This is an optimization exercise on Yosys and OpenROAD, whose aim is a short achievable clock period and few clock cycles, not a production implementation.
Function was checked by simulation only, so behaviour that the tests miss may differ from the original.
No activity file was given, so power comes from the tool's default toggle rates.

==> flow/design.v <==
module sll(
    input logic [31:0] i_data,
    input logic [4:0] amount,
    output logic [31:0] o_data
);
    logic [31:0] temp;
    always_comb begin
    case (amount)
        5'd0:  temp = i_data[31:0];
        5'd1:  temp = {i_data[30:0],1'b0};
        5'd2:  temp = {i_data[29:0],2'b0};
        5'd3:  temp = {i_data[28:0],3'b0};
        5'd4:  temp = {i_data[27:0],4'b0};
        5'd5:  temp = {i_data[26:0],5'b0};
        5'd6:  temp = {i_data[25:0],6'b0};
        5'd7:  temp = {i_data[24:0],7'b0};
        5'd8:  temp = {i_data[23:0],8'b0};
        5'd9:  temp = {i_data[22:0],9'b0};
        5'd10: temp = {i_data[21:0],10'b0};
        5'd11: temp = {i_data[20:0],11'b0};
        5'd12: temp = {i_data[19:0],12'b0};
        5'd13: temp = {i_data[18:0],13'b0};
        5'd14: temp = {i_data[17:0],14'b0};
        5'd15: temp = {i_data[16:0],15'b0};
        5'd16: temp = {i_data[15:0],16'b0};
        5'd17: temp = {i_data[14:0],17'b0};
        5'd18: temp = {i_data[13:0],18'b0};
        5'd19: temp = {i_data[12:0],19'b0};
        5'd20: temp = {i_data[11:0],20'b0};
        5'd21: temp = {i_data[10:0],21'b0};
        5'd22: temp = {i_data[9:0],22'b0};
        5'd23: temp = {i_data[8:0],23'b0};
        5'd24: temp = {i_data[7:0],24'b0};
        5'd25: temp = {i_data[6:0],25'b0};
        5'd26: temp = {i_data[5:0],26'b0};
        5'd27: temp = {i_data[4:0],27'b0};
        5'd28: temp = {i_data[3:0],28'b0};
        5'd29: temp = {i_data[2:0],29'b0};
        5'd30: temp = {i_data[1:0],30'b0};
        5'd31: temp = {i_data[0],31'b0};
        default: temp = 32'b0;
    endcase
    end
    assign o_data = temp;
endmodule
module srl(
    input logic [31:0] i_data, 
    input logic [4:0] amount,  
    output logic [31:0] o_data
);
    logic [31:0] temp;
    always_comb begin
	case (amount)
	    5'd0: temp = i_data[31:0];
	    5'd1: temp = {1'd0,i_data[31:1]};
	    5'd2: temp = {2'd0,i_data[31:2]};
	    5'd3: temp = {3'd0,i_data[31:3]};
	    5'd4: temp = {4'd0,i_data[31:4]};
	    5'd5: temp = {5'd0,i_data[31:5]};
	    5'd6: temp = {6'd0,i_data[31:6]};
	    5'd7: temp = {7'd0,i_data[31:7]};
	    5'd8: temp = {8'd0,i_data[31:8]};
	    5'd9: temp = {9'd0,i_data[31:9]};
	    5'd10: temp = {10'd0,i_data[31:10]};
	    5'd11: temp = {11'd0,i_data[31:11]};
	    5'd12: temp = {12'd0,i_data[31:12]};
	    5'd13: temp = {13'd0,i_data[31:13]};
	    5'd14: temp = {14'd0,i_data[31:14]};
	    5'd15: temp = {15'd0,i_data[31:15]};
	    5'd16: temp = {16'd0,i_data[31:16]};
	    5'd17: temp = {17'd0,i_data[31:17]};
	    5'd18: temp = {18'd0,i_data[31:18]};
	    5'd19: temp = {19'd0,i_data[31:19]};
	    5'd20: temp = {20'd0,i_data[31:20]};
	    5'd21: temp = {21'd0,i_data[31:21]};
	    5'd22: temp = {22'd0,i_data[31:22]};
	    5'd23: temp = {23'd0,i_data[31:23]};
	    5'd24: temp = {24'd0,i_data[31:24]};
	    5'd25: temp = {25'd0,i_data[31:25]};
	    5'd26: temp = {26'd0,i_data[31:26]};
	    5'd27: temp = {27'd0,i_data[31:27]};
	    5'd28: temp = {28'd0,i_data[31:28]};
	    5'd29: temp = {29'd0,i_data[31:29]};
	    5'd30: temp = {30'd0,i_data[31:30]};
	    5'd31: temp = {31'd0,i_data[31]};
	    default: temp = 32'b0;
	endcase
    end
    assign o_data = temp;
endmodule    
module sra(
    input logic [31:0] i_data, 
    input logic [4:0] amount,  
    output logic [31:0] o_data
);
    logic [31:0] temp;
    always_comb begin
        case (amount)
            5'd0:  temp = i_data[31:0];
            5'd1:  temp = { {1{i_data[31]}}, i_data[31:1] };
            5'd2:  temp = { {2{i_data[31]}}, i_data[31:2] };
            5'd3:  temp = { {3{i_data[31]}}, i_data[31:3] };
            5'd4:  temp = { {4{i_data[31]}}, i_data[31:4] };
            5'd5:  temp = { {5{i_data[31]}}, i_data[31:5] };
            5'd6:  temp = { {6{i_data[31]}}, i_data[31:6] };
            5'd7:  temp = { {7{i_data[31]}}, i_data[31:7] };
            5'd8:  temp = { {8{i_data[31]}}, i_data[31:8] };
            5'd9:  temp = { {9{i_data[31]}}, i_data[31:9] };
            5'd10: temp = { {10{i_data[31]}}, i_data[31:10] };
            5'd11: temp = { {11{i_data[31]}}, i_data[31:11] };
            5'd12: temp = { {12{i_data[31]}}, i_data[31:12] };
            5'd13: temp = { {13{i_data[31]}}, i_data[31:13] };
            5'd14: temp = { {14{i_data[31]}}, i_data[31:14] };
            5'd15: temp = { {15{i_data[31]}}, i_data[31:15] };
            5'd16: temp = { {16{i_data[31]}}, i_data[31:16] };
            5'd17: temp = { {17{i_data[31]}}, i_data[31:17] };
            5'd18: temp = { {18{i_data[31]}}, i_data[31:18] };
            5'd19: temp = { {19{i_data[31]}}, i_data[31:19] };
            5'd20: temp = { {20{i_data[31]}}, i_data[31:20] };
            5'd21: temp = { {21{i_data[31]}}, i_data[31:21] };
            5'd22: temp = { {22{i_data[31]}}, i_data[31:22] };
            5'd23: temp = { {23{i_data[31]}}, i_data[31:23] };
            5'd24: temp = { {24{i_data[31]}}, i_data[31:24] };
            5'd25: temp = { {25{i_data[31]}}, i_data[31:25] };
            5'd26: temp = { {26{i_data[31]}}, i_data[31:26] };
            5'd27: temp = { {27{i_data[31]}}, i_data[31:27] };
            5'd28: temp = { {28{i_data[31]}}, i_data[31:28] };
            5'd29: temp = { {29{i_data[31]}}, i_data[31:29] };
            5'd30: temp = { {30{i_data[31]}}, i_data[31:30] };
            5'd31: temp = { {31{i_data[31]}}, i_data[31] };
            default: temp = {32{i_data[31]}};
        endcase
    end
    assign o_data = temp;
endmodule
module alu(
    input logic [31:0] i_operand_a,
    input logic [31:0] i_operand_b,
    input logic [3:0] i_alu_op,
    output logic [31:0] o_alu_data
);
    logic [31:0] sub_data;
    logic [31:0] sll_data;
    logic [31:0] srl_data;
    logic [31:0] sra_data;
    logic [32:0] carry_flag, i_operand_a_33bit, i_operand_b_33bit;
    sll SLLdut(.i_data (i_operand_a),.amount (i_operand_b[4:0]),.o_data(sll_data));
    srl SRLdut(.i_data (i_operand_a),.amount (i_operand_b[4:0]),.o_data(srl_data));
    sra SRAdut(.i_data (i_operand_a),.amount (i_operand_b[4:0]),.o_data(sra_data));
    assign sub_data =  i_operand_a[31:0] + ~(i_operand_b[31:0]) + 1'b1;
    assign i_operand_a_33bit = {1'b0, i_operand_a};
    assign i_operand_b_33bit = {1'b0, i_operand_b};
    assign carry_flag = (i_operand_a_33bit + ~i_operand_b_33bit + 1'b1);  
    always_comb begin 
        case (i_alu_op)
            4'b0000: o_alu_data = i_operand_a + i_operand_b;  
            4'b1000: o_alu_data = sub_data;                   
            4'b0010: if (i_operand_a[31] ^ i_operand_b[31]) o_alu_data = i_operand_a[31] ? 1 : 0;   
                    else o_alu_data = sub_data[31];  
            4'b0011: o_alu_data = carry_flag[32] ? 1'b1 : 1'b0;   
            4'b0100: o_alu_data = i_operand_a ^ i_operand_b;  
            4'b0110: o_alu_data = i_operand_a | i_operand_b;   
            4'b0111: o_alu_data = i_operand_a & i_operand_b;  
            4'b0001: o_alu_data = sll_data;                   
            4'b0101: o_alu_data = srl_data;                   
            4'b1101: o_alu_data = sra_data;                   
			4'b1111: o_alu_data = i_operand_b;
            default: o_alu_data = 32'b0;                 
        endcase    
    end
endmodule
module brc(
    input logic [31:0] i_rs1_data,
    input logic [31:0] i_rs2_data,
    input logic i_br_un,
    output logic o_br_less,
    output logic o_br_equal
);
    logic [32:0] carryflag, rs1_33bit, rs2_33bit;
    logic [31:0] result_sub;
    assign result_sub = (i_rs1_data[31:0] + ~i_rs2_data[31:0] + 1'b1);  
    assign rs1_33bit = {1'b0, i_rs1_data};
    assign rs2_33bit = {1'b0, i_rs2_data};
    assign carryflag = (rs1_33bit + ~rs2_33bit + 1'b1);  
    always_comb begin 
        if (i_br_un) begin  
            if (i_rs1_data[31] ^ i_rs2_data[31]) o_br_less = i_rs1_data[31] ? 1 : 0;   
            else o_br_less = result_sub[31];  
            if (i_rs1_data == i_rs2_data) o_br_equal = 1'b1; else o_br_equal = 1'b0;  
        end
        else begin  
            o_br_less = carryflag[32];
            if(i_rs1_data == i_rs2_data) o_br_equal = 1'b1; else o_br_equal = 1'b0;   
        end
    end
endmodule
module ctrl_unit(input [31:0] i_instr,
                input flush_ID,
                output o_rd_wren,
                output o_br_un,
                output o_opa_sel,
                output o_opb_sel,
                output [3:0] o_alu_op,
                output o_lsu_wren,
                output [1:0] o_wb_sel,
                output [2:0] o_ld_en,
                output o_insn_vld);
    logic insn_vld_r;
    logic rd_wren_r;
    logic br_un_r;
    logic opa_sel_r;
    logic opb_sel_r;
    logic [3:0] alu_op_r;
    logic lsu_wren_r;
    logic [1:0] wb_sel_r;
  	logic [6:0] opcode;
  	logic [2:0] funct3;
  	logic [6:0] funct7;
    assign opcode = i_instr[6:0];      
    assign funct3 = i_instr[14:12];    
    assign funct7 = i_instr[31:25];    
    assign o_rd_wren = rd_wren_r;
    assign o_br_un = br_un_r;
    assign o_opa_sel = opa_sel_r;
    assign o_opb_sel = opb_sel_r;
    assign o_alu_op = alu_op_r;
    assign o_lsu_wren = lsu_wren_r;
    assign o_wb_sel = wb_sel_r;
    assign o_insn_vld = insn_vld_r;
    assign o_ld_en = i_instr[14:12];   
    always @(*) begin
        rd_wren_r = 1'b0;
        br_un_r = 1'b0;
        opa_sel_r = 1'b0;
        opb_sel_r = 1'b0;
        alu_op_r = 4'b0;
        lsu_wren_r = 1'b0;
        wb_sel_r = 2'b0;
        insn_vld_r = 1'b0;
        case (opcode)
            7'b0000011: begin
                rd_wren_r = 1'b1;
                alu_op_r = 4'b0000;
                lsu_wren_r = 1'b0;
                wb_sel_r = 2'b0;
                opb_sel_r = 1'b1;
                opa_sel_r = 1'b0;
                insn_vld_r = flush_ID ? 1'b1 : 1'b0;
            end
            7'b0100011: begin
                rd_wren_r = 1'b0;
                opb_sel_r = 1'b1;
                opa_sel_r = 1'b0;
                alu_op_r = 4'b0000;
                lsu_wren_r = 1'b1;
                insn_vld_r = flush_ID ? 1'b1 : 1'b0;
            end
            7'b1100011: begin
                rd_wren_r = 1'b0;
                opb_sel_r = 1'b1;
                opa_sel_r = 1'b1;
                alu_op_r = 4'b0000;
                lsu_wren_r = 1'b0;
                br_un_r = ((funct3 == 3'b110)||(funct3 == 3'b111))? 1'b0:1'b1;
                insn_vld_r = flush_ID ? 1'b1 : 1'b0;
            end
            7'b1101111: begin
                rd_wren_r = 1'b1;
                opb_sel_r = 1'b1;
                opa_sel_r = 1'b1;
                alu_op_r = 4'b0000;
                lsu_wren_r = 1'b0;
                wb_sel_r = 2'b10;
                insn_vld_r = flush_ID ? 1'b1 : 1'b0;
            end
            7'b1100111: begin
                rd_wren_r = 1'b1;
                opb_sel_r = 1'b1;
                opa_sel_r = 1'b0;
                alu_op_r = 4'b0000;
                lsu_wren_r = 1'b0;
                wb_sel_r = 2'b10;
                insn_vld_r = flush_ID ? 1'b1 : 1'b0;
            end
            7'b0110111: begin
                rd_wren_r = 1'b1;
                opb_sel_r = 1'b1;
                alu_op_r = 4'b1111;
                lsu_wren_r = 1'b0;
                wb_sel_r = 2'b01;
                insn_vld_r = flush_ID ? 1'b1 : 1'b0;
            end
            7'b0010111: begin
                rd_wren_r = 1'b1;
                opb_sel_r = 1'b1;
                opa_sel_r = 1'b1;
                alu_op_r = 4'b0000;
                lsu_wren_r = 1'b0;
                wb_sel_r = 2'b01;
                insn_vld_r = flush_ID ? 1'b1 : 1'b0;
            end
            7'b0010011: begin
                if (!(({funct7,funct3} == 10'h1)||
                ({funct7,funct3} == 10'h5)||
                ({funct7,funct3} == 10'b0100000101)||
                (funct3 == 3'b000)||
                (funct3 == 3'b010)||
                (funct3 == 3'b011)||
                (funct3 == 3'b100)||
                (funct3 == 3'b110)||
                (funct3 == 3'b111))) begin
                  rd_wren_r = 1'b0;
                  opa_sel_r = 1'b0;
                  opb_sel_r = 1'b0;
                  alu_op_r = 4'b0;
                  lsu_wren_r = 1'b0;
                  wb_sel_r = 2'b0;
                  insn_vld_r = 1'b0;
                end
                else begin
                  rd_wren_r = 1'b1;
                  opa_sel_r = 1'b0;
                  opb_sel_r = 1'b1;
              	  alu_op_r = ((funct3 == 3'b101)||(funct3 == 3'b001))? {funct7[5],funct3}:{1'b0,funct3}; 
                  lsu_wren_r = 1'b0;
                  wb_sel_r = 2'b01;
                  insn_vld_r = flush_ID ? 1'b1 : 1'b0;
                end
            end
            7'b0110011: begin
              if (!(({funct7,funct3} == 10'h0)||
              ({funct7,funct3} == 10'b0100000000)||
              ({funct7,funct3} == 10'b0000000001)||
              ({funct7,funct3} == 10'b0000000010)||
              ({funct7,funct3} == 10'b0000000011)||
              ({funct7,funct3} == 10'b0000000100)||
              ({funct7,funct3} == 10'b0000000101)||
              ({funct7,funct3} == 10'b0100000101)||
              ({funct7,funct3} == 10'b0000000110)||
              ({funct7,funct3} == 10'b0000000111))) begin
                  rd_wren_r = 1'b0;
                  opa_sel_r = 1'b0;
                  opb_sel_r = 1'b0;
                  alu_op_r = 4'b0;
                  lsu_wren_r = 1'b0;
                  wb_sel_r = 2'b0;
                  insn_vld_r = 1'b0;
                end
                else begin
                  rd_wren_r = 1'b1;
                  opa_sel_r = 1'b0;
                  opb_sel_r = 1'b0;
              	  alu_op_r = {funct7[5],funct3};
                  lsu_wren_r = 1'b0;
                  wb_sel_r = 2'b01;
                  insn_vld_r = flush_ID ? 1'b1 : 1'b0;
                end
            end
            default: begin
                rd_wren_r = 1'b0;
                br_un_r = 1'b0;
                opa_sel_r = 1'b0;
                opb_sel_r = 1'b0;
                alu_op_r = 4'b0;
                lsu_wren_r = 1'b0;
                wb_sel_r = 2'b0;
                insn_vld_r = 1'b0;
            end
        endcase
    end
endmodule
module immgen(
    input logic [31:0] i_instr,
    output logic [31:0] o_immgen
);
    always_comb begin 
        case(i_instr[6:0])
            7'b0110111, 7'b0010111: o_immgen = {i_instr[31:12], 12'b0};  
            7'b1101111: begin 
                if (i_instr[31]) o_immgen = {11'h7FF, i_instr[31], i_instr[19:12], i_instr[20], i_instr[30:21], 1'b0};  
                else o_immgen = {11'h0, i_instr[31], i_instr[19:12], i_instr[20], i_instr[30:21], 1'b0};   
            end
            7'b1100011: begin   
                if (i_instr[31]) o_immgen = {19'h7FFFF, i_instr[31], i_instr[7], i_instr[30:25], i_instr[11:8], 1'b0};  
                else o_immgen = {19'h0, i_instr[31], i_instr[7], i_instr[30:25], i_instr[11:8], 1'b0};
            end
            7'b1100111, 7'b0000011: begin   
                if (i_instr[31]) o_immgen = {20'hFFFFF, i_instr[31:20]};
                else o_immgen = {20'h0, i_instr[31:20]};
            end
            7'b0100011: begin   
                if (i_instr[31]) o_immgen = {20'hFFFFF, i_instr[31:25], i_instr[11:7]};
                else o_immgen = {20'h0, i_instr[31:25], i_instr[11:7]};
            end
            7'b0010011: begin  
                if (i_instr[14:12] == 3'b001 || i_instr[14:12] == 3'b101) begin
                    o_immgen = {27'h0, i_instr[24:20]}; 
                end 
                else begin
                    if (i_instr[31]) o_immgen = {20'hFFFFF, i_instr[31:20]};
                    else o_immgen = {20'h0, i_instr[31:20]};
                end
            end
            default: o_immgen = 32'b0;
        endcase
    end
endmodule
module pc_ctrl_taken(input i_br_less,
                     input i_br_equal,
                     input i_br_un,
                     input [6:0] opcode,
                     input [2:0] funct3,
                     output o_pc_sel
                     );
   assign o_pc_sel = (((opcode == 7'b1100011)&&(funct3 == 3'b000)&&i_br_equal)||
                     ((opcode == 7'b1100011)&&(funct3 == 3'b001)&&!i_br_equal)||
                     ((opcode == 7'b1100011)&&(funct3 == 3'b100)&&i_br_un&&i_br_less)||
                     ((opcode == 7'b1100011)&&(funct3 == 3'b110)&&!i_br_un&&i_br_less)||
                     ((opcode == 7'b1100011)&&(funct3 == 3'b101)&&i_br_un&&!i_br_less)||
                     ((opcode == 7'b1100011)&&(funct3 == 3'b111)&&!i_br_un&&!i_br_less)||
                     ((opcode == 7'b1101111)||(opcode == 7'b1100111)))? 1'b1 : 1'b0;
endmodule
module hazard_unit(input i_pc_sel,
                  input ex_rd_wren,
                  input mem_rd_wren,
                  input wb_rd_wren,
                  input [4:0] ex_rd_addr,
                  input [4:0] mem_rd_addr,
                  input [4:0] wb_rd_addr,
                  input [4:0] id_rs1_addr,
                  input [4:0] id_rs2_addr,
                  input [6:0] id_opcode,
                  input [6:0] ex_opcode,
                  input [6:0] mem_opcode,
                  output logic stall_ID,
                  output logic stall_EX,
                  output logic stall_MEM,
                  output logic stall_WB,
                  output logic pc_enable,     
                  output logic flush_ID,
                  output logic flush_EX,
                  output logic flush_MEM,
                  output logic flush_WB
                  );
   logic hazard_1, hazard_2;
   logic id_rs2, ex_load, mem_load;
   assign id_rs2 = (id_opcode == 7'b0110011)||(id_opcode == 7'b1100011)||(id_opcode == 7'b0100011);
   assign ex_load = ex_opcode == 7'b0000011;
    assign mem_load = mem_opcode == 7'b0000011;
   assign hazard_1 = wb_rd_wren&(wb_rd_addr != 5'h0)&((wb_rd_addr == id_rs1_addr)|((wb_rd_addr == id_rs2_addr)&id_rs2));
    assign hazard_2 = ex_rd_wren&(ex_rd_addr != 5'h0)&ex_load          
                      &((ex_rd_addr == id_rs1_addr)|((ex_rd_addr == id_rs2_addr)&id_rs2));
    always_comb begin
        stall_ID  = 1'b1;
        stall_EX  = 1'b1;
        stall_MEM = 1'b1;
        stall_WB  = 1'b1;
        pc_enable  = 1'b1;
        flush_ID  = 1'b1;
        flush_EX  = 1'b1;
        flush_MEM = 1'b1;
        flush_WB  = 1'b1;
        if (hazard_1|hazard_2) begin
            flush_EX = 1'b0;
            stall_ID = 1'b0;
            pc_enable = i_pc_sel;
        end
        if (i_pc_sel) begin
            flush_ID = 1'b0;
            flush_EX = 1'b0;
        end
    end
endmodule
module forward_unit(input [31:0] instr_MEM, instr_WB, instr_EX,
                  input rd_wren_MEM, rd_wren_WB,
                  output [1:0] forward_ASel, forward_BSel);
   logic [4:0] wb_rd_addr, mem_rd_addr, ex_rs1_addr, ex_rs2_addr;
   assign wb_rd_addr = instr_WB[11:7];
   assign mem_rd_addr = instr_MEM[11:7];
   assign ex_rs1_addr = instr_EX[19:15];
   assign ex_rs2_addr = instr_EX[24:20];
   assign forward_ASel = (rd_wren_MEM&&(mem_rd_addr != 5'b0)&&(mem_rd_addr == ex_rs1_addr))? 2'b01 : 
   (rd_wren_WB&&(wb_rd_addr != 5'b0)&&(wb_rd_addr == ex_rs1_addr))? 2'b10 : 2'b00;
   assign forward_BSel = (rd_wren_MEM&&(mem_rd_addr != 5'b0)&&(mem_rd_addr == ex_rs2_addr))? 2'b01 : 
   (rd_wren_WB&&(wb_rd_addr != 5'b0)&&(wb_rd_addr == ex_rs2_addr))? 2'b10 : 2'b00;
endmodule
module regfile(
    input logic i_clk,
    input logic i_rst,
    input logic i_rd_wren,
    input logic [4:0] i_rs1_addr,
    input logic [4:0] i_rs2_addr,
    input logic [4:0] i_rd_addr,
    input logic [31:0] i_rd_data,
    output logic [31:0] o_rs1_data,
    output logic [31:0] o_rs2_data
);
    logic [31:0] reg_addr [0:31] ;
    always_comb begin  
        if (i_rs1_addr == 5'b0) o_rs1_data = 32'b0;
        else o_rs1_data = reg_addr[i_rs1_addr]; 
        if (i_rs2_addr == 5'b0) o_rs2_data = 32'b0;
        else o_rs2_data = reg_addr[i_rs2_addr];
    end
    always_ff @(posedge i_clk, posedge i_rst) begin  
        if (i_rst) begin
            reg_addr[0] <= 32'd0; 
            reg_addr[1] <= 32'd0; 
            reg_addr[2] <= 32'd0; 
            reg_addr[3] <= 32'd0; 
            reg_addr[4] <= 32'd0; 
            reg_addr[5] <= 32'd0; 
            reg_addr[6] <= 32'd0; 
            reg_addr[7] <= 32'd0; 
            reg_addr[8] <= 32'd0; 
            reg_addr[9] <= 32'd0; 
            reg_addr[10] <= 32'd0; 
            reg_addr[11] <= 32'd0; 
            reg_addr[12] <= 32'd0; 
            reg_addr[13] <= 32'd0; 
            reg_addr[14] <= 32'd0; 
            reg_addr[15] <= 32'd0; 
            reg_addr[16] <= 32'd0; 
            reg_addr[17] <= 32'd0; 
            reg_addr[18] <= 32'd0; 
            reg_addr[19] <= 32'd0; 
            reg_addr[20] <= 32'd0; 
            reg_addr[21] <= 32'd0; 
            reg_addr[22] <= 32'd0; 
            reg_addr[23] <= 32'd0; 
            reg_addr[24] <= 32'd0; 
            reg_addr[25] <= 32'd0; 
            reg_addr[26] <= 32'd0; 
            reg_addr[27] <= 32'd0; 
            reg_addr[28] <= 32'd0; 
            reg_addr[29] <= 32'd0; 
            reg_addr[30] <= 32'd0; 
            reg_addr[31] <= 32'd0;
        end
        else if ((i_rd_wren == 1) && (i_rd_addr != 5'b0)) reg_addr[i_rd_addr] <= i_rd_data;
        else reg_addr[i_rd_addr] <= reg_addr[i_rd_addr];
    end
endmodule
module PC (
    input logic i_clk,
    input logic in_rst,
    input pc_enable,
    input logic [31:0] nxt_pc,
    output logic [31:0] pc
);
    logic [31:0] pc_r;
    assign pc = pc_r;
    always_ff @(posedge i_clk or negedge in_rst) begin
        if (!in_rst) pc_r <= 32'h0;
        else if (pc_enable) pc_r <= nxt_pc;
        else pc_r <= pc_r;
    end
endmodule
module IF_ID(input i_clk,
            input i_arst_n,
            input i_rst_n,
            input enable,
            input [31:0] pc_IF,
            input [31:0] instr_IF,
            output logic [31:0] pc_ID,
            output logic [31:0] instr_ID,
            output logic vld_ID);
   always_ff @(posedge i_clk or negedge i_arst_n) begin
      if (!i_arst_n) begin
         pc_ID <= 32'h0;
         instr_ID <= 32'h00000013;
         vld_ID <= 1'b0;
      end
      else if (!i_rst_n) begin
         pc_ID <= 32'h0;
         instr_ID <= 32'h00000013;
         vld_ID <= 1'b0;
      end
      else if (enable) begin
         pc_ID <= pc_IF;
         instr_ID <= instr_IF;
         vld_ID <= 1'b1;
      end
   end
endmodule
module ID_EX(input i_clk,
            input i_arst_n,
            input i_rst_n,
            input enable,
            input i_insn_vld,
            input [31:0] i_pc,
            input [31:0] i_instr,
            input i_rd_wren,
            input [2:0] i_ld_en,
            input i_opa_sel, i_opb_sel,
            input i_lsu_wren,
            input [3:0] i_alu_op,
            input i_br_un,
            input [1:0] i_wb_sel,
            input [31:0] i_rs1_data, i_rs2_data,
            output logic o_insn_vld,
            output logic [31:0] o_pc,
            output logic [31:0] o_instr,
            output logic o_rd_wren,
            output logic [2:0] o_ld_en,
            output logic o_opa_sel, o_opb_sel,
            output logic o_lsu_wren,
            output logic [3:0] o_alu_op,
            output logic o_br_un,
            output logic [1:0] o_wb_sel,
            output logic [31:0] o_rs1_data, o_rs2_data
            );
   always_ff @(posedge i_clk or negedge i_arst_n) begin
      if (!i_arst_n) begin
         o_pc <= 32'b0;     
         o_instr <= 32'h00000013;    
         o_rd_wren <= 1'b0;
         o_ld_en <= 3'b0;
         o_opa_sel <= 1'b0;
         o_opb_sel <= 1'b0;
         o_lsu_wren <= 1'b0;
         o_alu_op <= 4'h0;
         o_br_un <= 1'b0;
         o_insn_vld <= 1'b0;
         o_wb_sel <= 2'b0;
         o_rs1_data <= 32'h0;
         o_rs2_data <= 32'h0;
      end
      else if (!i_rst_n) begin
         o_pc <= 32'b0;     
         o_instr <= 32'h00000013;    
         o_rd_wren <= 1'b0;
         o_ld_en <= 3'b0;
         o_opa_sel <= 1'b0;
         o_opb_sel <= 1'b0;
         o_lsu_wren <= 1'b0;
         o_alu_op <= 4'h0;
         o_br_un <= 1'b0;
         o_insn_vld <= 1'b0;
         o_wb_sel <= 2'b0;
         o_rs1_data <= 32'h0;
         o_rs2_data <= 32'h0;
      end
      else if (enable) begin
         o_pc <= i_pc;
         o_instr <= i_instr;    
         o_rd_wren <= i_rd_wren;
         o_ld_en <= i_ld_en;
         o_opa_sel <= i_opa_sel;
         o_opb_sel <= i_opb_sel;
         o_lsu_wren <= i_lsu_wren;
         o_alu_op <= i_alu_op;
         o_br_un <= i_br_un;
         o_insn_vld <= i_insn_vld;
         o_wb_sel <= i_wb_sel;
         o_rs1_data <= i_rs1_data;
         o_rs2_data <= i_rs2_data;
      end
   end
endmodule
module EX_MEM(input i_clk,
            input i_arst_n,
            input i_rst_n,
            input enable,
            input i_insn_vld,
            input [31:0] i_pc,
            input [31:0] i_rs2_data,
            input [31:0] i_instr,
            input [2:0] i_ld_en,
            input i_lsu_wren,
            input i_rd_wren,
            input [1:0] i_wb_sel,
            input [31:0] i_alu_data,
            output logic o_insn_vld,
            output logic [31:0] o_pc,
            output logic [31:0] o_rs2_data,
            output logic [31:0] o_instr,
            output logic [2:0] o_ld_en,
            output logic o_rd_wren,
            output logic o_lsu_wren,
            output logic [1:0] o_wb_sel,
            output logic [31:0] o_alu_data
            );
   always_ff @(posedge i_clk or negedge i_arst_n) begin
      if (!i_arst_n) begin
         o_pc <= 32'b0;
         o_rs2_data <= 32'b0;
         o_instr <= 32'h00000013;    
         o_ld_en <= 3'b0;
         o_lsu_wren <= 1'b0;
         o_rd_wren <= 1'b0;
         o_insn_vld <= 1'b0;
         o_wb_sel <= 2'b0;
         o_alu_data <= 32'h0;
      end
      else if (!i_rst_n) begin
         o_pc <= 32'b0;
         o_rs2_data <= 32'b0;
         o_instr <= 32'h00000013;    
         o_ld_en <= 3'b0;
         o_lsu_wren <= 1'b0;
         o_rd_wren <= 1'b0;
         o_insn_vld <= 1'b0;
         o_wb_sel <= 2'b0;
         o_alu_data <= 32'h0;
      end
      else if (enable) begin
         o_pc <= i_pc;
         o_rs2_data <= i_rs2_data;
         o_instr <= i_instr;    
         o_ld_en <= i_ld_en;
         o_rd_wren <= i_rd_wren;
         o_lsu_wren <= i_lsu_wren;
         o_insn_vld <= i_insn_vld;
         o_wb_sel <= i_wb_sel;
         o_alu_data <= i_alu_data;
      end
   end
endmodule
module MEM_WB(input i_clk,
            input i_arst_n,
            input i_rst_n,
            input enable,
            input [31:0] i_pc,
            input [31:0] i_instr,
            input i_insn_vld,
            input i_rd_wren,
            input [31:0] i_ld_data,
            input [1:0] i_wb_sel,
            input [31:0] i_alu_data,
            output logic [31:0] o_pc,
            output logic [31:0] o_instr,
            output logic o_insn_vld,
            output logic o_rd_wren,
            output logic [31:0] o_ld_data,
            output logic [1:0] o_wb_sel,
            output logic [31:0] o_alu_data
            );
   always_ff @(posedge i_clk or negedge i_arst_n) begin
      if (!i_arst_n) begin
         o_pc <= 32'b0;
         o_instr <= 32'h00000013;    
         o_wb_sel <= 2'b0;
         o_insn_vld <= 1'b0;
         o_ld_data <= 32'h0;
         o_rd_wren <= 1'b0;
         o_alu_data <= 32'h0;
      end
      else if (!i_rst_n) begin
         o_pc <= 32'b0;
         o_instr <= 32'h00000013;    
         o_wb_sel <= 2'b0;
         o_insn_vld <= 1'b0;
         o_ld_data <= 32'h0;
         o_rd_wren <= 1'b0;
         o_alu_data <= 32'h0;
      end
      else if (enable) begin
         o_pc <= i_pc;
         o_instr <= i_instr;    
         o_insn_vld <= i_insn_vld;
         o_rd_wren <= i_rd_wren;
         o_wb_sel <= i_wb_sel;
         o_ld_data <= i_ld_data;
         o_alu_data <= i_alu_data;
      end
   end
endmodule
module lsu(
    input logic i_clk,
    input logic i_rst,
    input logic i_lsu_wren,
    input logic [31:0] i_lsu_addr,
    input logic [31:0] i_st_data,
    input logic [31:0] i_io_sw,
    input logic [3:0] i_io_btn,
   input logic [2:0] i_ld_en,
    output logic [31:0] o_ld_data,
    output logic [31:0] o_io_lcd,
    output logic [31:0] o_io_ledg,
    output logic [31:0] o_io_ledr,
    output logic [6:0] o_io_hex0,
    output logic [6:0] o_io_hex1,
    output logic [6:0] o_io_hex2,
    output logic [6:0] o_io_hex3,
    output logic [6:0] o_io_hex4,
    output logic [6:0] o_io_hex5,
    output logic [6:0] o_io_hex6,
    output logic [6:0] o_io_hex7,
    output logic [31:0] o_dmem_addr,
    output logic [31:0] o_dmem_wdata,
    output logic [3:0] o_dmem_wstrb,
    output logic o_dmem_we,
    input logic [31:0] i_dmem_rdata
);
	logic [3:0] byte_en;
	logic [3:0][7:0] datadmem, dataoutbuf, datainbuf, temp;
	logic [3:0][7:0] indata;
	logic [3:0][7:0] dmem_word;
	logic [1:0] addrsel; 
  parameter LW = 3'b010;
  parameter LB = 3'b000;
  parameter LBU = 3'b100;
  parameter LH = 3'b001;
  parameter LHU = 3'b101;
	localparam inputbuf = 2'b10;
	localparam outputbuf = 2'b01;
	localparam DMEM = 2'b00;
	always_comb 
	begin 
    case(i_lsu_addr[15:12])
        4'b0111: 
            if (i_lsu_addr[11:8] == 4'b1000)  
                addrsel = inputbuf;
            else if (i_lsu_addr[11:8] == 4'b0000 && i_lsu_addr[7:6] == 2'b00) 
                addrsel = outputbuf;
            else
                addrsel = DMEM;
         4'b0010, 4'b0011: 
            addrsel = DMEM;
        default: 
            addrsel = DMEM;
    endcase 
	end
    always_comb
      case(addrsel)
        inputbuf:
            o_ld_data = datainbuf;
        outputbuf:
            o_ld_data = dataoutbuf;
        DMEM:
            o_ld_data = datadmem;
        default:
            o_ld_data = datadmem; 
      endcase
      always_comb begin 
        case(i_ld_en)
            LB, LBU: begin
                byte_en = 4'b0001;
            end
            LH, LHU: begin
                byte_en = 4'b0011;
            end
            LW: byte_en = 4'b1111;
            default: byte_en = 4'b1111;
        endcase
    end
    assign indata = i_io_sw;
    always_comb
      begin 
        if(!i_lsu_wren && (addrsel == inputbuf)) begin
          case (i_ld_en)
            LB: datainbuf = {{24{indata[0][7]}},indata[0]};
            LBU: datainbuf = {24'b0,indata[0]};
            LH: datainbuf = {{16{indata[1][7]}},indata[1:0]};
            LHU: datainbuf = {16'b0,indata[1:0]};
            LW: datainbuf  = indata;  
            default: datainbuf = indata;
          endcase
        end
        else datainbuf = 32'b0;
      end
    logic [7:0] out_data [64];
    logic [6:0] ob_base;
    assign ob_base = {1'b0, i_lsu_addr[5:0]};
      always_ff @(posedge i_clk or posedge i_rst)
        if (i_rst) begin
          for (int k = 0; k < 64; k++) out_data[k] <= 8'h0;
        end
        else if((addrsel == outputbuf) & i_lsu_wren)
          begin
            for (int k = 0; k < 64; k++) begin
              if ((ob_base == 7'(k)) && byte_en[0]) out_data[k] <= i_st_data[7:0];
              if ((ob_base + 7'd1 == 7'(k)) && byte_en[1]) out_data[k] <= i_st_data[15:8];
              if ((ob_base + 7'd2 == 7'(k)) && byte_en[2]) out_data[k] <= i_st_data[23:16];
              if ((ob_base + 7'd3 == 7'(k)) && byte_en[3]) out_data[k] <= i_st_data[31:24];
            end
          end
    function automatic logic [7:0] ob_rd(input logic [6:0] idx);
      ob_rd = 8'h0;
      for (int k = 0; k < 64; k++)
        if (idx == 7'(k)) ob_rd = out_data[k];
    endfunction
    always_comb
      begin
        temp = {ob_rd(ob_base + 7'd3), ob_rd(ob_base + 7'd2), ob_rd(ob_base + 7'd1), ob_rd(ob_base)};  
        if(!i_lsu_wren&&(addrsel==outputbuf)) begin
            case (i_ld_en)
              LB: dataoutbuf = {{24{temp[0][7]}},temp[0]};
              LBU: dataoutbuf = {24'b0,temp[0]};
              LH: dataoutbuf = {{16{temp[1][7]}},temp[1:0]};
              LHU: dataoutbuf = {16'b0,temp[1:0]};
              LW: dataoutbuf = temp;
              default: dataoutbuf = 32'b0;
            endcase
        end
        else dataoutbuf = 32'b0;
      end
      assign o_io_ledr = {out_data[3],out_data[2],out_data[1],out_data[0]};
        assign o_io_ledg = {out_data[19],out_data[18],out_data[17],out_data[16]};
        assign o_io_hex0 = out_data[32][6:0];
        assign o_io_hex1 = out_data[33][6:0];
        assign o_io_hex2 = out_data[34][6:0];
        assign o_io_hex3 = out_data[35][6:0];
        assign o_io_hex4 = out_data[36][6:0];
        assign o_io_hex5 = out_data[37][6:0];
        assign o_io_hex6 = out_data[38][6:0];
        assign o_io_hex7 = out_data[39][6:0];
        assign o_io_lcd = {out_data[51],out_data[50],out_data[49],out_data[48]};
  assign o_dmem_addr = i_lsu_addr;
  assign o_dmem_wdata = i_st_data;
  assign o_dmem_wstrb = byte_en;
  assign o_dmem_we = (addrsel == DMEM) & i_lsu_wren;
  assign dmem_word = i_dmem_rdata;
        always_comb begin
        if(!i_lsu_wren&&(addrsel==DMEM)) begin
          case (i_ld_en)
              LB: datadmem = {{24{dmem_word[0][7]}},dmem_word[0]};
              LBU: datadmem = {24'b0,dmem_word[0]};
              LH: datadmem = {{16{dmem_word[1][7]}},dmem_word[1:0]};
              LHU: datadmem = {16'b0,dmem_word[1:0]};
              LW: datadmem = dmem_word;
              default: datadmem = 32'h0;
          endcase
        end
        else datadmem = 32'b0;
			end
endmodule: lsu
module pipelined(input i_clk,
                  input i_rst_n,
                  output [31:0] o_pc_debug,
                  output o_insn_vld,
                  output o_mispred,
                  output [31:0] o_io_ledr,
                  output [31:0] o_io_ledg,
                  output [6:0] o_io_hex0, o_io_hex1, o_io_hex2, o_io_hex3, o_io_hex4, o_io_hex5, o_io_hex6, o_io_hex7,
                  output [31:0] o_io_lcd,
                  input [31:0] i_io_sw,
                  input [3:0] i_io_btn,
                  output [31:0] o_imem_addr,
                  input [31:0] i_imem_data,
                  output [31:0] o_dmem_addr,
                  output [31:0] o_dmem_wdata,
                  output [3:0] o_dmem_wstrb,
                  output o_dmem_we,
                  input [31:0] i_dmem_rdata);
   logic [31:0] imm_data;      
   bit pc_sel;               
   logic [31:0] pc_debug;
   logic pc_enable;
   logic [31:0] pc_IF, pc_ID, pc_EX, pc_MEM, pc_WB;
   logic [31:0] instr_IF, instr_ID, instr_EX, instr_MEM, instr_WB;
   logic [31:0] ld_data_WB, alu_data_WB;
      logic insn_vld_WB, rd_wren_WB;
logic [31:0] wb_data_WB;
      logic [31:0] nxt_pc;
       logic rd_wren_ID, br_un_ID, opa_sel_ID, opb_sel_ID, lsu_wren_ID;
      logic [3:0] alu_op_ID;
      logic [1:0] wb_sel_ID;
      logic [2:0] ld_en_ID;
      logic insn_vld_ID, insn_vld_dec, vld_ID;
      assign insn_vld_ID = insn_vld_dec & vld_ID;
      logic [31:0] rs1_data_ID, rs2_data_ID;
      logic stall_ID, flush_ID;
      logic flush_EX, stall_EX, insn_vld_EX;
      logic rd_wren_EX, opa_sel_EX, opb_sel_EX, lsu_wren_EX, br_un_EX;
      logic [31:0] alu_data_EX;
      logic [3:0] alu_op_EX;
      logic [31:0] rs1_data_EX, rs2_data_EX;
      logic [2:0] ld_en_EX;
      logic [1:0] wb_sel_EX;
      logic [31:0] operand_a, operand_b;
      logic flush_MEM, stall_MEM; 
      logic [31:0] alu_data_MEM, rs2_data_MEM;
      logic [2:0] ld_en_MEM;
      logic rd_wren_MEM, lsu_wren_MEM;
      logic [1:0] wb_sel_MEM;
      logic [31:0] ld_data_MEM;
      logic [1:0] wb_sel_WB;
      logic flush_WB, stall_WB;
      logic [31:0] rs1_data_WB, rs2_data_WB;
      logic temp_insn_vld;
      logic [1:0] forward_ASel, forward_BSel;
      logic br_less, br_equal, insn_vld_MEM;
   assign o_mispred = 1'b1;    
   assign nxt_pc = pc_sel? alu_data_EX : pc_IF + 4;        
   PC PC(.i_clk(i_clk),
         .in_rst(i_rst_n),
         .pc_enable(pc_enable),
         .nxt_pc(nxt_pc),     
         .pc(pc_IF)
         );           
   assign o_imem_addr = pc_IF;
   assign instr_IF = i_imem_data;
   IF_ID IF_ID(.i_clk(i_clk),
            .i_arst_n(i_rst_n),
         .i_rst_n(flush_ID),
         .enable(stall_ID),
         .pc_IF(pc_IF),
         .instr_IF(instr_IF),
         .pc_ID(pc_ID),
         .instr_ID(instr_ID),
         .vld_ID(vld_ID));
      ctrl_unit ctrl_unit(.i_instr(instr_ID),
                .flush_ID(flush_ID),
                .o_rd_wren(rd_wren_ID),
                .o_br_un(br_un_ID),
                .o_opa_sel(opa_sel_ID),
                .o_opb_sel(opb_sel_ID),
                .o_alu_op(alu_op_ID),
                .o_lsu_wren(lsu_wren_ID),
                .o_wb_sel(wb_sel_ID),
                .o_ld_en(ld_en_ID),
                .o_insn_vld(insn_vld_dec));
   regfile regfile(.i_clk(i_clk),
                  .i_rst(!i_rst_n),
                  .i_rd_wren(rd_wren_WB),       
                  .i_rs1_addr(instr_ID[19:15]),
                  .i_rs2_addr(instr_ID[24:20]),
                  .i_rd_addr(instr_WB[11:7]),
                  .i_rd_data(wb_data_WB),
                  .o_rs1_data(rs1_data_ID),
                  .o_rs2_data(rs2_data_ID));
ID_EX ID_EX(.i_clk(i_clk),
            .i_arst_n(i_rst_n),
            .i_rst_n(flush_EX),
            .enable(stall_EX),
            .i_insn_vld(insn_vld_ID),
            .i_pc(pc_ID),
            .i_instr(instr_ID),
            .i_rd_wren(rd_wren_ID),
            .i_ld_en(ld_en_ID),
            .i_opa_sel(opa_sel_ID),
            .i_opb_sel(opb_sel_ID),
            .i_lsu_wren(lsu_wren_ID),
            .i_alu_op(alu_op_ID),
            .i_br_un(br_un_ID),
            .i_wb_sel(wb_sel_ID),
            .i_rs1_data(rs1_data_ID),
            .i_rs2_data(rs2_data_ID),
            .o_insn_vld(insn_vld_EX),
            .o_pc(pc_EX),
            .o_instr(instr_EX),
            .o_rd_wren(rd_wren_EX),
            .o_ld_en(ld_en_EX),
            .o_opa_sel(opa_sel_EX),
            .o_opb_sel(opb_sel_EX),
            .o_lsu_wren(lsu_wren_EX),
            .o_alu_op(alu_op_EX),
            .o_br_un(br_un_EX),
            .o_wb_sel(wb_sel_EX),
            .o_rs1_data(rs1_data_EX),
            .o_rs2_data(rs2_data_EX)
            );
      immgen immgen(.i_instr(instr_EX),
                  .o_immgen(imm_data));
      brc brc(.i_rs1_data(rs1_data_WB),
            .i_rs2_data(rs2_data_WB),
            .i_br_un(br_un_EX),           
            .o_br_less(br_less),       
            .o_br_equal(br_equal));
      assign operand_a = opa_sel_EX? pc_EX : rs1_data_WB;
      assign operand_b = opb_sel_EX? imm_data : rs2_data_WB;
      alu alu(.i_operand_a(operand_a),
            .i_operand_b(operand_b),
            .i_alu_op(alu_op_EX),   
            .o_alu_data(alu_data_EX));
      pc_ctrl_taken pc_ctrl_taken(.i_br_less(br_less),
                                    .i_br_equal(br_equal),
                                    .i_br_un(br_un_EX),
                                    .opcode(instr_EX[6:0]),
                                    .funct3(instr_EX[14:12]),
                                    .o_pc_sel(pc_sel)
                                    );    
      EX_MEM EX_MEM(.i_clk(i_clk),
            .i_arst_n(i_rst_n),
            .i_rst_n(flush_MEM),
            .enable(stall_MEM),
            .i_insn_vld(insn_vld_EX),
            .i_pc(pc_EX),
            .i_rs2_data(rs2_data_WB),
            .i_instr(instr_EX),
            .i_ld_en(ld_en_EX),
            .i_lsu_wren(lsu_wren_EX),
            .i_rd_wren(rd_wren_EX),
            .i_wb_sel(wb_sel_EX),
            .i_alu_data(alu_data_EX),
            .o_insn_vld(insn_vld_MEM),
            .o_pc(pc_MEM),
            .o_rs2_data(rs2_data_MEM),
            .o_instr(instr_MEM),
            .o_ld_en(ld_en_MEM),
            .o_rd_wren(rd_wren_MEM),
            .o_lsu_wren(lsu_wren_MEM),
            .o_wb_sel(wb_sel_MEM),
            .o_alu_data(alu_data_MEM)
            );
      lsu lsu(.i_clk(i_clk),
            .i_rst(!i_rst_n),
            .i_lsu_addr(alu_data_MEM),
            .i_st_data(rs2_data_MEM),
            .i_lsu_wren(lsu_wren_MEM),     
            .i_io_sw(i_io_sw),
            .i_io_btn(i_io_btn),
            .i_ld_en(ld_en_MEM),   
            .o_ld_data(ld_data_MEM),
            .o_io_ledr(o_io_ledr),
            .o_io_ledg(o_io_ledg),
            .o_io_hex0(o_io_hex0),
            .o_io_hex1(o_io_hex1),
            .o_io_hex2(o_io_hex2),
            .o_io_hex3(o_io_hex3),
            .o_io_hex4(o_io_hex4),
            .o_io_hex5(o_io_hex5),
            .o_io_hex6(o_io_hex6),
            .o_io_hex7(o_io_hex7),
            .o_io_lcd(o_io_lcd),
            .o_dmem_addr(o_dmem_addr),
            .o_dmem_wdata(o_dmem_wdata),
            .o_dmem_wstrb(o_dmem_wstrb),
            .o_dmem_we(o_dmem_we),
            .i_dmem_rdata(i_dmem_rdata)
            );
      MEM_WB MEM_WB(.i_clk(i_clk),
            .i_arst_n(i_rst_n),
            .i_rst_n(flush_WB),
            .enable(stall_WB),
            .i_pc(pc_MEM),
            .i_instr(instr_MEM),
            .i_insn_vld(insn_vld_MEM),
            .i_rd_wren(rd_wren_MEM),
            .i_ld_data(ld_data_MEM),
            .i_wb_sel(wb_sel_MEM),
            .i_alu_data(alu_data_MEM),
            .o_pc(pc_WB),
            .o_instr(instr_WB),
            .o_insn_vld(insn_vld_WB),
            .o_rd_wren(rd_wren_WB),
            .o_ld_data(ld_data_WB),
            .o_wb_sel(wb_sel_WB),
            .o_alu_data(alu_data_WB)
            );
      assign wb_data_WB = (wb_sel_WB == 2'b00)? ld_data_WB : (wb_sel_WB == 2'b01)? alu_data_WB : pc_WB+32'h4;
      hazard_unit HU(.i_pc_sel(pc_sel),
                  .ex_rd_wren(rd_wren_EX),
                  .mem_rd_wren(rd_wren_MEM),
                  .wb_rd_wren(rd_wren_WB),
                  .ex_rd_addr(instr_EX[11:7]),
                  .mem_rd_addr(instr_MEM[11:7]),
                  .wb_rd_addr(instr_WB[11:7]),
                  .id_rs1_addr(instr_ID[19:15]),
                  .id_rs2_addr(instr_ID[24:20]),
                  .id_opcode(instr_ID[6:0]),
                  .ex_opcode(instr_EX[6:0]),
                  .mem_opcode(instr_MEM[6:0]),
                  .stall_ID(stall_ID),
                  .stall_EX(stall_EX),
                  .stall_MEM(stall_MEM),
                  .stall_WB(stall_WB),
                  .pc_enable(pc_enable),     
                  .flush_ID(flush_ID),
                  .flush_EX(flush_EX),
                  .flush_MEM(flush_MEM),
                  .flush_WB(flush_WB)
                  );
      forward_unit FU(.instr_MEM(instr_MEM),
                        .instr_WB(instr_WB),
                        .instr_EX(instr_EX),
                        .rd_wren_MEM(rd_wren_MEM),
                        .rd_wren_WB(rd_wren_WB),
                        .forward_ASel(forward_ASel),
                        .forward_BSel(forward_BSel));
      assign rs1_data_WB = (forward_ASel == 2'b01)? alu_data_MEM :
                              (forward_ASel == 2'b10)? wb_data_WB : rs1_data_EX;
      assign rs2_data_WB = (forward_BSel == 2'b01)? alu_data_MEM :
                              (forward_BSel == 2'b10)? wb_data_WB : rs2_data_EX;
      always @(posedge i_clk, negedge i_rst_n) begin
      if (!i_rst_n) begin
         pc_debug <= 32'b0;
         temp_insn_vld <= 1'b0;
      end
      else begin
         pc_debug <= pc_EX;
         temp_insn_vld <= insn_vld_EX;
      end
   end
   assign o_pc_debug = pc_debug;
      assign o_insn_vld = temp_insn_vld;
endmodule
==> flow/run.sh <==
#!/bin/bash
# synth_recipe.tcl (not shown) runs the flow's synth.tcl, then flattens the netlist and writes it again
# the make line also repeats each setting of config.mk as NAME=value (left out here)
make -C /OpenROAD-flow-scripts/flow DESIGN_CONFIG=/design/flow/config.mk WORK_HOME=/design/flow/orfs CLKGATE_MAP_FILE= SYNTH_SCRIPT=/design/flow/synth_recipe.tcl finish
==> flow/config.mk <==
export PLATFORM = sky130hd
export DESIGN_NAME = pipelined
export DESIGN_NICKNAME = pipelined
export VERILOG_FILES = /design/flow/design.v
export SDC_FILE = /design/flow/constraint.sdc
export NUM_CORES = 8
export LEC_CHECK = 0
export CAP_MARGIN = 20
export CORE_MARGIN = 2
export CORE_UTILIZATION = 20
export PLACE_DENSITY = 0.35
export SLEW_MARGIN = 20
==> flow/constraint.sdc <==
create_clock -name core_clock -period 10.0 [get_ports {i_clk}]
set_input_delay 2.0000 -clock core_clock [delete_from_list [all_inputs] [get_ports {i_clk}]]
set_output_delay 2.0000 -clock core_clock [all_outputs]
set_load 0.01 [all_outputs]
==> impl_metrics.json <==
{
  "status": "no timing/DRC/antenna violations",
  "regToRegSetupSlack_ns": 1.23,
  "htreeDepth": 5,
  "sequentialPowerShare_pct": 31.1,
  "setup-tns-final_ns": 0,
  "leakagePower_uw": 0.0710,
  "yosys_warnings": 18,
  "share_comb_of_total_power_pct": 41.9,
  "num_vias": 175000,
  "grt_pass1_wl_um": 1650000,
  "syn-mean-instance-area_um2": 7.71,
  "vias_in_the_first_global_route": 161000,
  "post_drt_via_cell_ratio": 6.32,
  "vdd_drop_max_uv": 172,
  "share_of_the_yosys_chip_area_belonging_to_registers_pct": 35.4,
  "routedWlPerCell_um": 45.7,
  "number_of_clock_buffers_inserted_by_tritoncts": 266,
  "hold_path_depth": 0,
  "fp-row-count": 307,
  "placeableCoreArea_um2": 699000,
  "synth_area_leaders": "sky130_fd_sc_hd__dfrtp_1 35%, sky130_fd_sc_hd__nand2_1 10%, sky130_fd_sc_hd__mux2i_1 5.6%",
  "synthTopCellsByCount": "3766 x sky130_fd_sc_hd__nand2_1, 1980 x sky130_fd_sc_hd__dfrtp_1, 1541 x sky130_fd_sc_hd__nor2_1, 1397 x sky130_fd_sc_hd__clkbuf_1, 1309 x sky130_fd_sc_hd__a21oi_1",
  "internal_power_uw": 19000,
  "clock-sinks": 1986,
  "mappedNetlistArea_um2": 141000,
  "timing.critical_path.to_type": "flip-flop",
  "slowest_stage": "sky130_fd_sc_hd__a221oi_2",
  "synth.most_common_cell": "sky130_fd_sc_hd__nand2_1",
  "number_of_setup_buffers_added_after_cts": 0,
  "worst_hold_path_type": "reg2reg",
  "die_height_um": 842,
  "die_width_um": 842,
  "power.switching_fraction_pct": 49.7,
  "grt_max_degree": 143,
  "worstPathRequired_ns": 10.87,
  "routed_wirelength_um": 1270000,
  "synthDominantAreaCellType": "sky130_fd_sc_hd__dfrtp_1",
  "place.port_buffers": 382,
  "detailedRoute.firstPassIterationCount": 11,
  "worst_path_largest_cell_delay_ns": 0.78,
  "startpoint_type": "flip-flop",
  "grt_setup_unrepaired": "no",
  "power.density_nw_per_um2": 224,
  "final_nets": 18400,
  "worst_path_most_repeated_cell": "sky130_fd_sc_hd__a21oi_1",
  "synth_largest_type_area_fraction_pct": 35.3,
  "ys_dominant_reg_cell": "sky130_fd_sc_hd__dfrtp_1",
  "max_cap_violations": 0,
  "post_synth_num_cell_types": 104,
  "timing.hold.worst_endpoint": "EX_MEM.o_wb_sel[1]",
  "power_switching_uw": 18800,
  "number_of_flops_mapped_to_enable_cells_by_yosys": 0,
  "synthCells": 18200,
  "post-route-min-period_ns": 8.77,
  "initialDrtViolationCount": 31100,
  "floorplan.die_area_um2": 710000,
  "place.gp.congestion": 1.07,
  "syn2layout_area_growth_pct": 19.7,
  "synth-async-reset-ratio_pct": 100,
  "final_layout_size_suffix_gt1_share_pct": 10.5,
  "clk-insertion-delay-late_ns": 1.08,
  "crit_path_max_fanout": 19,
  "report.power.total_uw": 37700,
  "finClkSkew_ns": 0.114,
  "antenna_found_initial": 149,
  "globalRouteTotalUtil_pct": 33.9,
  "post-dp-hpwl_um": 848000,
  "timing.final.crit_share_pct": 87.7,
  "setup-violations-final": 0,
  "reg2regPathDepth": 27,
  "count_of_state_elements_after_synthesis": 1986,
  "timing.rr.start": "MEM_WB.o_instr[7]",
  "root_buffer": "sky130_fd_sc_hd__clkbuf_16",
  "final.fill_count": 77100,
  "clk_transition_reported_paths_ns": 0.06,
  "hold_buffer_count_at_cts": 0,
  "data_arrival_time_of_the_worst_path_ns": 9.63,
  "share_of_total_power_in_the_clock_network_pct": 27.0,
  "maxSlewHeadroom_pct": 8.01,
  "max_slew.worst_pin.slew_ns": 1.38,
  "tritoncts_clock_tree": "done",
  "route.detailed.drc": 0,
  "post-place-ws_ns": 1.48,
  "hp-start": "ID_EX.o_wb_sel[1]",
  "post_cts_resize_count": 0,
  "worst_reg2reg_endpoint": "PC.pc_r[0]",
  "final-max-slew-violation-count": 0,
  "io_pins": 389,
  "grt-ovfl-total": 0,
  "cts.path.max_buffers": 4,
  "crit_type": "reg2reg",
  "initial_utilization_pct": 20.1,
  "setup_slack_ns": 1.23,
  "hold_violations": 0,
  "drt.antenna.violating_nets": 0,
  "timing.fmax_ghz": 0.114
}
## cells in the final DEF (no fill, tap or decap), drive strengths merged, types with 289 or more instances in the layout
master,n
a22o,435
clkbuf,373
a21oi,1311
nor3,412
a221oi,553
nor2,1544
o22ai,289
a22oi,937
nand3,522
buf,961
dfrtp,1980
nand2,3766
nand4,321
mux2i,789
clkdlybuf4s50,381
a211oi,353
o21ai,1200
## routing by layer
metal | vias to the layer above | wire length, um | global-route usage, %
met2 | 14600 | 517000 | 49.0
met1 | 88300 | 498000 | 42.8
met3 | 4466 | 135000 | 10.0
met5 | - | 952 | 0.440
li1 | 67600 | - | -
met4 | 89 | 114000 | 24.1
## worst max-delay path: cells and delay by family, from the launching register on
kind | cells | cell delay (ns)
AO/OA/AOI/OAI | 14 | 3.81
adder cells (fa/ha/maj) | 2 | 0.73
AND/OR/NAND/NOR | 5 | 1.96
buffers and inverters | 3 | 0.76
flip-flops | 1 | 0.70
multiplexers | 3 | 0.65
## registers in the layout, summed over array words and instances (netlist names), 2 cells and up
register,cells
ID_EX.o_rs2_data,32
EX_MEM.o_wb_sel,2
EX_MEM.o_alu_data,32
MEM_WB.o_alu_data,32
lsu.out_data,512
ID_EX.o_rs1_data,32
ID_EX.o_pc,32
EX_MEM.o_rs2_data,32
regfile.reg_addr,1024
EX_MEM.o_ld_en,3
ID_EX.o_wb_sel,2
MEM_WB.o_pc,32
MEM_WB.o_wb_sel,2
MEM_WB.o_instr,5
ID_EX.o_alu_op,4
IF_ID.pc_ID,32
EX_MEM.o_pc,32
ID_EX.o_ld_en,2
EX_MEM.o_instr,5
PC.pc_r,32
IF_ID.instr_ID,32
ID_EX.o_instr,30
MEM_WB.o_ld_data,32
## power groups by stage
stage	combinational [uW]	clock, uW	sequential (uW)
2_1_floorplan	7010	0	10300
3_3_place_gp	14800	0	11800
3_5_place_dp	14800	0	11800
4_1_cts	14800	10300	11600
5_1_grt	15800	10600	11700
6_report	15800	10200	11700
## how the worst max path moves through the flow
stage,from,end,cells after the start
final,MEM_WB.o_instr[7],PC.pc_r[0],27
after global routing,MEM_WB.o_pc[7],ID_EX.o_rs1_data[29],28
after CTS,MEM_WB.o_pc[7],PC.pc_r[0],27
after detailed placement,MEM_WB.o_pc[7],PC.pc_r[0],27
after global placement,MEM_WB.o_pc[7],PC.pc_r[0],27
after floorplan,EX_MEM.o_alu_data[1],IF_ID.instr_ID[21],30
## final cells by class
class	count	area (um^2)	area share (%)
multi-input cells	14400	85300	50.7
flip-flops and latches	1986	49900	29.6
repair buffers	1343	11700	6.98
well taps	9270	11600	6.89
clock buffers	372	7550	4.48
clock inverters	102	1320	0.784
inverters	188	717	0.426
diodes	85	213	0.126
## per-stage QoR
step                utilization [%]  hold slack (ns)  instances  instance area (um^2)
floorplan                         -            0.331      18200                141000
global placement               22.7            0.362      27100                159000
detailed placement             22.7            0.366      27100                159000
CTS                            24.0            0.377      27600                168000
global route                   24.0            0.375      27600                168000
finish                         24.1            0.371      27700                168000
## cell families (layout without fill, tap and decap cells)
| family | after synthesis | after routing | share of synthesized area (%) |
|---|---|---|---|
| muxes | 837 | 837 | 6.05 |
| xor gates and xnor gates | 100 | 100 | 0.623 |
| AOI/OAI and AO/OA | 6176 | 6176 | 29.8 |
| buffers and inverters | 1891 | 2005 | 5.34 |
| DFF | 1986 | 1986 | 35.4 |
| adders and majority gates | 139 | 139 | 1.26 |
| and+or+nand+nor | 7103 | 7103 | 21.6 |
| other | 1 | 87 | 0.00267 |
Testbench counts, summed over its fixed seeds: cycles 113,532.

-- static timing again, ports no longer ideal --
No port has a modelled driver above. Below, the same layout with a new extraction and two added sets of constraints.
Step 1 sets driving cells, clkbuf_16 on the clock port and buf_2 on the other inputs (assumed; they add their load-dependent delay and slew).
Step 2 also shifts input and output timing later by t, the mid clock arrival at the registers, as if the neighbouring blocks saw the same clock.
Slacks: ideal ports / drivers / drivers and shift; pairs: ideal ports / drivers.
shift t [ns]: 1.158
slack for setup (ns): 1.232 / 1.232 / 1.232
worst hold slack (ns): 0.371 / 0.371 / 0.371
worst register clock-pin slew, ns: 0.09 / 0.09
worst slew at a driven data input, ns: 0.09
After both steps setup and hold are still met in this run. For this run, drivers alone change the setup slack by 0.000 ns; drivers and shift together by 0.000 ns.
